What follows belongs to an exercise in optimizing a design on an open flow for small area; a production flow would make more cautious choices. Function was checked by simulation only, so behaviour that the tests miss may differ from the original. Power figures rest on the tool's default switching activity, not on a simulated workload.

// KFPS2IRKB
module KFPS2IRKB #(
    parameter over_time         = 16'd10000,   
    parameter bit_phase_cycle   = 16'd22000-16'd1    
) (
    input   logic           clock,
    input   logic           reset,
    input   logic           device_clock,
    input   logic           device_data,
    output  logic           ir_signal
);
==> flow/config.mk <==
export PLATFORM = sky130hd
export DESIGN_NAME = KFPS2IRKB
export DESIGN_NICKNAME = KFPS2IRKB
export VERILOG_FILES = /design/flow/design.v
export SDC_FILE = /design/flow/constraint.sdc
export NUM_CORES = 4
export LEC_CHECK = 0
export ABC_AREA = 1
export CAP_MARGIN = 20
export CORE_MARGIN = 2
export CORE_UTILIZATION = 40
export CTS_BUF_LIST = sky130_fd_sc_hd__clkbuf_4
export PLACE_DENSITY = 0.6
export SLEW_MARGIN = 20
==> flow/constraint.sdc <==
create_clock -name core_clock -period 20.0 [get_ports {clock}]
set_input_delay 4.0000 -clock core_clock [delete_from_list [all_inputs] [get_ports {clock}]]
set_output_delay 4.0000 -clock core_clock [all_outputs]
set_load 0.01 [all_outputs]
standard.sh (not shown) runs the stock make flow with config.mk's settings and CLKGATE_MAP_FILE= SYNTH_SCRIPT=/design/flow/synth_recipe.tcl, a recipe that flattens the netlist after the stock synthesis.
==> flow/flow/run.sh <==
#!/bin/bash
# Own flow: the standard synthesis, then the combinational logic between
# the registers is mapped again with a stronger, area-oriented ABC script
# (the registers stay as they are: same instances, names and cell types),
# checked for equivalence with the standard netlist, then the standard
# layout from the floorplan on. Each tool writes its own log here.
set -euo pipefail
HERE=$(pwd)
R=$HERE/orfs/results/$FLOW_PLATFORM/KFPS2IRKB/base
LIB=$FLOW_HOME/platforms/$FLOW_PLATFORM/lib/sky130_fd_sc_hd__tt_025C_1v80.lib
TOP=$FLOW_TOP

bash standard.sh synth > standard_synth.log 2>&1
cp $R/1_2_yosys.v $R/1_2_yosys.std.v

# 1. standard netlist -> generic logic, registers kept as cells
cat > reopt_flat.ys <<EOS
read_liberty -ignore_miss_func $LIB
select -set seq =A:blackbox %% sky130_fd_sc_hd__df* sky130_fd_sc_hd__edf* sky130_fd_sc_hd__sdf* sky130_fd_sc_hd__sedf* sky130_fd_sc_hd__dl* sky130_fd_sc_hd__lpflow* sky130_fd_sc_hd__probe* sky130_fd_sc_hd__conb* %u
delete @seq
write_verilog -noattr comb_models.v
design -reset
read_liberty -lib $LIB
read_verilog -overwrite comb_models.v
read_verilog $R/1_2_yosys.std.v
hierarchy -top $TOP
flatten
proc
techmap
opt -fast
opt_clean -purge
write_verilog -noattr reopt_flat.v
EOS
yosys -s reopt_flat.ys > reopt_flat.log 2>&1

# 2. map the logic again for area
cat > reopt_map.ys <<EOS
read_liberty -lib $LIB
read_verilog reopt_flat.v
hierarchy -top $TOP
proc
techmap
opt -fast
abc -liberty $LIB -dont_use *probe* -dont_use *lpflow* -script $HERE/flow/area.abc
opt_clean -purge
hilomap -singleton -hicell sky130_fd_sc_hd__conb_1 HI -locell sky130_fd_sc_hd__conb_1 LO
opt_clean -purge
stat -liberty $LIB
check -assert -mapped
write_verilog -noattr -nohex -nodec reopt.v
EOS
yosys -s reopt_map.ys > reopt_map.log 2>&1

# 3. prove the new netlist equals the standard one (registers paired by name)
cat > reopt_equiv.ys <<EOS
read_liberty -ignore_miss_func $LIB
read_verilog $R/1_2_yosys.std.v
rename $TOP gold
read_verilog reopt.v
rename $TOP gate
hierarchy -check
flatten gold gate
proc
async2sync
rename -hide w:_*
opt_clean
equiv_make gold gate equiv
hierarchy -top equiv
equiv_simple -seq 2
equiv_induct -seq 2
equiv_status -assert
EOS
if yosys -s reopt_equiv.ys > reopt_equiv.log 2>&1; then
  cp reopt.v $R/1_2_yosys.v
  rm -f $R/1_synth.odb $R/1_synth.sdc
else
  echo "equivalence check failed; keeping the standard netlist" >> reopt_equiv.log
fi

bash standard.sh finish > standard_finish.log 2>&1
==> flow/flow/area.abc <==
strash
&get -n; &fraig -x; &put
dc2
balance; rewrite; refactor; balance; rewrite; rewrite -z; balance; refactor -z; rewrite -z; balance
balance -l; resub -K 6 -l; rewrite -l; resub -K 6 -N 2 -l; refactor -l; resub -K 8 -l; balance -l; resub -K 8 -N 2 -l; rewrite -l; resub -K 10 -l; rewrite -z -l; resub -K 10 -N 2 -l; balance -l; resub -K 12 -l; refactor -z -l; resub -K 12 -N 2 -l; rewrite -z -l; balance -l
dch -f
map -a
topo
Edit:
==> flow/flow/area.abc (replaced) <==
strash
&get -n; &fraig -x; &put
dc2
balance; rewrite; refactor; balance; rewrite; rewrite -z; balance; refactor -z; rewrite -z; balance
balance -l; resub -K 6 -l; rewrite -l; resub -K 6 -N 2 -l; refactor -l; resub -K 8 -l; balance -l; resub -K 8 -N 2 -l; rewrite -l; resub -K 10 -l; rewrite -z -l; resub -K 10 -N 2 -l; balance -l; resub -K 12 -l; refactor -z -l; resub -K 12 -N 2 -l; rewrite -z -l; balance -l
&get -n
&deepsyn -T 120
&put
&get -n
&dch -f
&nf -p -R 1000 -F 8 -A 4 -C 32
&put
topo
- CAP_MARGIN: 20 -> 0
- CTS_BUF_LIST: sky130_fd_sc_hd__clkbuf_4 -> sky130_fd_sc_hd__clkbuf_16
- CTS_CLUSTER_DIAMETER: unset -> 500
- CTS_CLUSTER_SIZE: unset -> 100
- SLEW_MARGIN: 20 -> 0
What happened:
- worst setup slack loses 0.27 ns
- synthesized cell count fell by 22%
- core utilization rose by 1.1 points
- maximum frequency fell by about 4.7%
- sequential cell count does not change
- final cell count fell by about 17%
- combinational power rose to 3.1 times its value
- global-route usage fell by 1.9 points
- die area fell by about 3%
Edit:
- CAP_MARGIN: 0 -> 20
- CTS_BUF_LIST: sky130_fd_sc_hd__clkbuf_16 -> sky130_fd_sc_hd__clkbuf_8
- CTS_CLUSTER_DIAMETER: 500 -> unset
- CTS_CLUSTER_SIZE: 100 -> unset
- SLEW_MARGIN: 0 -> 20
Outcome: The changed run finished with timing, DRC and antenna clean. Combinational power went down by about 5%. Wire length came out higher by 2.0%. Non-clock buffer count went up by 3. Via count grows by 0.90%. Final cell count is higher by 3.6%. Core utilization hardly moves. Worst hold slack is worse by 0.0057 ns. Global-route usage rose by 0.75 points. Area after synthesis increases by 0.38%.
Edit:
- CAP_MARGIN: 20 -> 0
- CTS_CLUSTER_DIAMETER: unset -> 500
- CTS_CLUSTER_SIZE: unset -> 100
- SLEW_MARGIN: 20 -> 0
Result: Hold slack gains 0.0082 ns; utilization drops by 0.92 points; routed wire length went down by 3.9%; combinational power grows by about 6%; fmax shrinks by 1.8%; final area fell by 2.0%; area after synthesis goes down by 0.38%; setup slack got worse by 0.11 ns; global-route usage shrinks by 1.0 points; power is higher by 0.65%.

-- what the ideal ports hide --
In the flow no input, the clock included, has a driving cell. The finished layouts below were timed again as built, in two steps. Step 1 sets driving cells, clkbuf_16 on the clock port and buf_2 on the other inputs (assumed; they add their load-dependent delay and slew). Step 2, shift: input delay + t, output delay - t, t = (earliest + latest rising clock arrival at the registers) / 2. This alone moves slack from input paths to output paths. a / b / c = ideal ports / drivers / drivers and shift; a / b = the first two.
run | t (ns) | setup WS [ns] | slew at the worst register clock pin (ns) | pins driven straight from the clock port
the first run | 0.417 | 14.538 / 14.509 / 14.353 | 0.11 / 0.11 | 1
the second run | 0.352 | 14.272 / 14.282 / 13.929 | 0.05 / 0.05 | 1
the third run | 0.361 | 14.393 / 14.402 / 14.041 | 0.07 / 0.07 | 1
the fourth run | 0.353 | 14.287 / 14.292 / 13.939 | 0.07 / 0.07 | 1
After both steps setup and hold are still met in every run listed. The setup slack of the third run, which loses most, moves by +0.009 ns with the drivers and by -0.352 ns with both steps.
